From an optimization exercise on the open Yosys and OpenROAD flow, aimed at small area; shortcuts taken in it are not production practice. In this exercise RTL edits were held to simulation tests only and were not proved equivalent to the original. No activity file was given, so power comes from the tool's default toggle rates.

== rev 12 ==
## cpu_core
module cpu_core #(
    parameter int HAZARD_TECHNIQUE           = 0,
    parameter int ENABLE_LOAD_USE_FORWARDING = 1
) (
    input i_clk,
    input i_rst_n,
    output logic [31:0] o_imem_addr,
    input  logic [31:0] i_imem_rdata,
    output logic [31:0] o_dmem_addr,
    output logic [31:0] o_dmem_wdata,
    output logic        o_dmem_rd_en,
    output logic        o_dmem_wr_en,
    input  logic [31:0] i_dmem_rdata,
    output logic        o_wb_en,
    output logic [ 4:0] o_wb_addr,
    output logic [31:0] o_wb_data
);
Size in the first run: ~4000 cells after synthesis, roughly 1300 flip-flops, roughly 200 I/O pins, about 0.057 mm² of cells after synthesis.
export LEC_CHECK = 0
export CAP_MARGIN = 20
export CORE_MARGIN = 2
export CORE_UTILIZATION = 40
export PLACE_DENSITY = 0.6
export SLEW_MARGIN = 20
create_clock -name core_clock -period 12.0 [get_ports {i_clk}]
standard.sh (not shown) runs the stock make flow with config.mk's settings and CLKGATE_MAP_FILE= SYNTH_SCRIPT=/design/flow/synth_recipe.tcl, a recipe that flattens the netlist after the stock synthesis.
==> flow/flow/run.sh <==
#!/bin/bash
# The standard layout (the standard.sh) with these changes to how the
# layout is made:
# - synthesis: the standard flow's synthesis script unchanged, except that its one call
#   of abc (the cell mapping of the combinational logic; registers are mapped
#   before it and are not touched) uses flow/area.abc, an area-oriented
#   mapping with a delay target, instead of ORFS's speed script;
# - port buffers are the smallest buffer (buf_1) instead of the default cell;
# - clock tree: clkbuf_4/clkbuf_8 only, sink clusters of up to 12 flops within
#   60 um, and no dummy loads.
# The make output goes to flow_finish.log; ORFS's own per-step logs stay under
# orfs/logs/.
set -euo pipefail
here=$(pwd)
{
  cat <<'TCL'
proc abc {args} {
  set i [lsearch -exact $args -script]
  if {$i >= 0} { lset args [expr {$i + 1}] $::env(FLOW_ABC_SCRIPT) }
  yosys abc {*}$args
}
TCL
  cat synth_recipe.tcl
} > flow_synth.tcl
export FLOW_ABC_SCRIPT="$here/flow/area.abc"
bash standard.sh \
  "SYNTH_SCRIPT=$here/flow_synth.tcl" \
  "BUFFER_PORTS_ARGS=-buffer_cell sky130_fd_sc_hd__buf_1" \
  "CTS_ARGS=-sink_clustering_enable -repair_clock_nets -dont_use_dummy_load -buf_list {sky130_fd_sc_hd__clkbuf_4 sky130_fd_sc_hd__clkbuf_8} -sink_clustering_size 12 -sink_clustering_max_diameter 60" \
  finish > flow_finish.log 2>&1
==> flow/flow/area.abc <==
strash
&get -n
&st
&dch
&nf -R 1000
&st
&dch
&nf -R 1000
&st
&dch
&nf -R 1000
&put
topo
stime -c
upsize -D 4000
dnsize -D 4000
Setup changes, rev 12 to rev 13
-- flow/design.v --
<<< rev 12, line 86
    input  logic        i_clk,
    input  logic        i_rst_n,
    input  logic [ 4:0] i_ra1,
    input  logic [ 4:0] i_ra2,
    output logic [31:0] o_rd1,
    output logic [31:0] o_rd2,
>>> rev 13, line 86
    input  logic        i_clk,
    input  logic        i_rst_n,
    input  logic [ 4:0] i_ra1_next,
    input  logic [ 4:0] i_ra2_next,
    output logic [31:0] o_rd1,
    output logic [31:0] o_rd2,
<<< rev 12, line 98
  logic [31:1] wsel, sel1, sel2;
  always_comb
    for (int k = 1; k < 32; k++) begin
      wsel[k] = i_we & (i_wa == 5'(k));
      sel1[k] = valid[k] & (i_ra1 == 5'(k));
      sel2[k] = valid[k] & (i_ra2 == 5'(k));
    end
  always_ff @(posedge i_clk or negedge i_rst_n)
    if (~i_rst_n) valid <= '0;
>>> rev 13, line 98
  logic [31:1] wsel, sel1, sel2;
  always_comb
    for (int k = 1; k < 32; k++) wsel[k] = i_we & (i_wa == 5'(k));
  always_ff @(posedge i_clk or negedge i_rst_n)
    if (~i_rst_n) valid <= '0;
<<< rev 12, line 108
  always_ff @(posedge i_clk)
    for (int k = 1; k < 32; k++) if (wsel[k]) x[k] <= i_wd;
  always_comb begin
    o_rd1 = '0;
>>> rev 13, line 104
  always_ff @(posedge i_clk)
    for (int k = 1; k < 32; k++) if (wsel[k]) x[k] <= i_wd;
  always_ff @(posedge i_clk)
    for (int k = 1; k < 32; k++) begin
      sel1[k] <= (i_ra1_next == 5'(k)) & (valid[k] | wsel[k]);
      sel2[k] <= (i_ra2_next == 5'(k)) & (valid[k] | wsel[k]);
    end
  always_comb begin
    o_rd1 = '0;
<<< rev 12, line 218
    else imm = {{21{p3_insn[31]}}, p3_insn[30:20]};
  end
  logic [4:0] p4_rs1, p4_rs2;
  logic [31:0] rs1v, rs2v;
  logic        w2_en;
>>> rev 13, line 219
    else imm = {{21{p3_insn[31]}}, p3_insn[30:20]};
  end
  logic [31:0] rs1v, rs2v;
  logic        w2_en;
<<< rev 12, line 226
      .i_clk  (i_clk),
      .i_rst_n(i_rst_n),
      .i_ra1  (p4_rs1),
      .i_ra2  (p4_rs2),
      .o_rd1  (rs1v),
      .o_rd2  (rs2v),
>>> rev 13, line 226
      .i_clk  (i_clk),
      .i_rst_n(i_rst_n),
      .i_ra1_next(p3_insn[19:15]),
      .i_ra2_next(p3_insn[24:20]),
      .o_rd1  (rs1v),
      .o_rd2  (rs2v),
<<< rev 12, line 258
  always_ff @(posedge i_clk) begin
    p4_rd   <= p3_insn[11:7];
    p4_rs1  <= p3_insn[19:15];
    p4_rs2  <= p3_insn[24:20];
    p4_data <= p3_br ? p3_tgt : (p3_st ? rs2v : alu_y);
  end
>>> rev 13, line 258
  always_ff @(posedge i_clk) begin
    p4_rd   <= p3_insn[11:7];
    p4_data <= p3_br ? p3_tgt : (p3_st ? rs2v : alu_y);
  end
- Looking at timing startpoint of the critical path, the regfile_u.sel2[24] result is from rev 13; the p4_rs2[3] one comes from rev 12.
- Between rev 13 and rev 12, the synthesized-area fraction occupied by xor and xnor cells does not differ in any meaningful way.
- The sequential logic power in rev 13 was higher than what rev 12 gave.
- Compared with rev 12, rev 13 shows a post-detailed-route wirelength per cell that is about 0.8% lower.
- Rev 13 vs rev 12, number of cells on the worst reg-to-reg path went up by 2.
- Final worst hold slack: rev 13 > rev 12

Starting RTL as in the previous note.
==> flow/config.mk <==
export PLATFORM = sky130hd
export DESIGN_NAME = cpu_core
export DESIGN_NICKNAME = cpu_core
export VERILOG_FILES = /design/flow/design.v
export SDC_FILE = /design/flow/constraint.sdc
export NUM_CORES = 4
export LEC_CHECK = 0
export CAP_MARGIN = 20
export CORE_MARGIN = 2
export CORE_UTILIZATION = 40
export PLACE_DENSITY = 0.6
export SLEW_MARGIN = 20
==> flow/constraint.sdc <==
create_clock -name core_clock -period 12.0 [get_ports {i_clk}]
set_input_delay 2.4000 -clock core_clock [delete_from_list [all_inputs] [get_ports {i_clk}]]
set_output_delay 2.4000 -clock core_clock [all_outputs]
set_load 0.01 [all_outputs]
==> flow/flow/run.sh <==
#!/bin/bash
# The standard layout (the standard.sh) with these changes to how the
# layout is made:
# - synthesis: the standard flow's synthesis script unchanged, except that its one call
#   of abc (the cell mapping of the combinational logic; registers are mapped
#   before it and are not touched) uses flow/area.abc, an area-oriented
#   mapping with a delay target, instead of ORFS's speed script;
# - port buffers are the smallest buffer (buf_1) instead of the default cell;
# - clock tree: clkbuf_4/clkbuf_8 only, sink clusters of up to 14 flops within
#   70 um, and no dummy loads.
# The make output goes to flow_finish.log; ORFS's own per-step logs stay under
# orfs/logs/.
set -euo pipefail
here=$(pwd)
{
  cat <<'TCL'
proc abc {args} {
  set i [lsearch -exact $args -script]
  if {$i >= 0} { lset args [expr {$i + 1}] $::env(FLOW_ABC_SCRIPT) }
  yosys abc {*}$args
}
TCL
  cat synth_recipe.tcl
} > flow_synth.tcl
export FLOW_ABC_SCRIPT="$here/flow/area.abc"
bash standard.sh \
  "SYNTH_SCRIPT=$here/flow_synth.tcl" \
  "BUFFER_PORTS_ARGS=-buffer_cell sky130_fd_sc_hd__buf_1" \
  "CTS_ARGS=-sink_clustering_enable -repair_clock_nets -dont_use_dummy_load -buf_list {sky130_fd_sc_hd__clkbuf_4 sky130_fd_sc_hd__clkbuf_8} -sink_clustering_size 14 -sink_clustering_max_diameter 70" \
  finish > flow_finish.log 2>&1
Scripts as last shown in full above: flow/flow/area.abc
The baseline completed without violations.
Change:
--- a/flow/design.v
+++ b/flow/design.v
@@ -80,38 +80,39 @@
       4'b0111:          o_y = g;
       default:          o_y = '0;
     endcase
   end
 endmodule
 module regfile (
     input  logic        i_clk,
     input  logic        i_rst_n,
-    input  logic [ 4:0] i_ra1,
-    input  logic [ 4:0] i_ra2,
+    input  logic [ 4:0] i_ra1_next,
+    input  logic [ 4:0] i_ra2_next,
     output logic [31:0] o_rd1,
     output logic [31:0] o_rd2,
     input  logic        i_we,
     input  logic [ 4:0] i_wa,
     input  logic [31:0] i_wd
 );
   logic [31:0] x[1:31];
   logic [31:1] valid;
   logic [31:1] wsel, sel1, sel2;
   always_comb
-    for (int k = 1; k < 32; k++) begin
-      wsel[k] = i_we & (i_wa == 5'(k));
-      sel1[k] = valid[k] & (i_ra1 == 5'(k));
-      sel2[k] = valid[k] & (i_ra2 == 5'(k));
-    end
+    for (int k = 1; k < 32; k++) wsel[k] = i_we & (i_wa == 5'(k));
   always_ff @(posedge i_clk or negedge i_rst_n)
     if (~i_rst_n) valid <= '0;
     else valid <= valid | wsel;
   always_ff @(posedge i_clk)
     for (int k = 1; k < 32; k++) if (wsel[k]) x[k] <= i_wd;
+  always_ff @(posedge i_clk)
+    for (int k = 1; k < 32; k++) begin
+      sel1[k] <= (i_ra1_next == 5'(k)) & (valid[k] | wsel[k]);
+      sel2[k] <= (i_ra2_next == 5'(k)) & (valid[k] | wsel[k]);
+    end
   always_comb begin
     o_rd1 = '0;
     o_rd2 = '0;
     for (int k = 1; k < 32; k++) begin
       o_rd1 = o_rd1 | ({32{sel1[k]}} & x[k]);
       o_rd2 = o_rd2 | ({32{sel2[k]}} & x[k]);
     end
   end
@@ -212,26 +213,25 @@
   end
   logic [31:0] imm;
   always_comb begin
     if (p3_st) imm = {{21{p3_insn[31]}}, p3_insn[30:25], p3_insn[11:7]};
     else if (p3_br) imm = {{20{p3_insn[31]}}, p3_insn[7], p3_insn[30:25], p3_insn[11:8], 1'b0};
     else if (p3_j) imm = {{12{p3_insn[31]}}, p3_insn[19:12], p3_insn[20], p3_insn[30:21], 1'b0};
     else imm = {{21{p3_insn[31]}}, p3_insn[30:20]};
   end
-  logic [4:0] p4_rs1, p4_rs2;
   logic [31:0] rs1v, rs2v;
   logic        w2_en;
   logic [ 4:0] w2_rd;
   logic [31:0] w2_data;
   regfile regfile_u (
       .i_clk  (i_clk),
       .i_rst_n(i_rst_n),
-      .i_ra1  (p4_rs1),
-      .i_ra2  (p4_rs2),
+      .i_ra1_next(p3_insn[19:15]),
+      .i_ra2_next(p3_insn[24:20]),
       .o_rd1  (rs1v),
       .o_rd2  (rs2v),
       .i_we   (w2_en),
       .i_wa   (w2_rd),
       .i_wd   (w2_data)
   );
   logic [31:0] alu_y;
   alu alu_u (
@@ -252,18 +252,16 @@
     end else begin
       p4_wr <= p3_wr;
       p4_ld <= p3_ld;
       p4_st <= p3_st;
       p4_br <= p3_br;
     end
   always_ff @(posedge i_clk) begin
     p4_rd   <= p3_insn[11:7];
-    p4_rs1  <= p3_insn[19:15];
-    p4_rs2  <= p3_insn[24:20];
     p4_data <= p3_br ? p3_tgt : (p3_st ? rs2v : alu_y);
   end
   assign o_dmem_rd_en = p4_ld;
   assign o_dmem_wr_en = p4_st;
   assign o_dmem_wdata = p4_data;
   logic [31:0] ld_data;
   logic        ld_valid;
   always_ff @(posedge i_clk or negedge i_rst_n)
Effect: The new run ran to the end with no violations. Fmax goes up by 8.6%. Global-route usage is higher by 0.12 points. Routed wire length climbs by 0.98%. Clock skew came out lower by 0.025 ns. Worst setup slack gains 0.90 ns. Core utilization came out lower by 0.12 points. Non-clock buffer count fell by 17. Power went up by 2.9%. Cell count came out higher by 1.3%. Die area went up by 1.4%. Combinational power grows by 3.1%. Synthesized area climbs by 1.4%. Final area goes up by 1.1%.

## re-timing with driven ports
The flow's constraints put no driver on any port. The routed layouts listed below were extracted and timed again, unchanged, in two steps. Step 1 sets driving cells, clkbuf_16 on the clock port and buf_2 on the other inputs (assumed; they add their load-dependent delay and slew). Step 2, shift: input delay + t, output delay - t, t = (earliest + latest rising clock arrival at the registers) / 2. This alone moves slack from input paths to output paths. Three values: no drivers, after step 1, after step 2; two values: the first two.
| run | t (ns) | setup WS [ns] | worst setup path at the end | pins driven straight from the clock port |
|---|---|---|---|---|
| rev 12 | 0.977 | 0.601 / 0.515 / 1.492 | register to output | 1 |
| rev 13 | 0.941 | 1.366 / 1.299 / 2.240 | register to output | 1 |
| the first run of note 2 | 0.929 | 0.628 / 0.550 / 1.479 | register to output | 1 |
| the second run of note 2 | 0.932 | 1.524 / 1.446 / 2.378 | register to output | 1 |
After both steps every run listed still meets setup and hold.
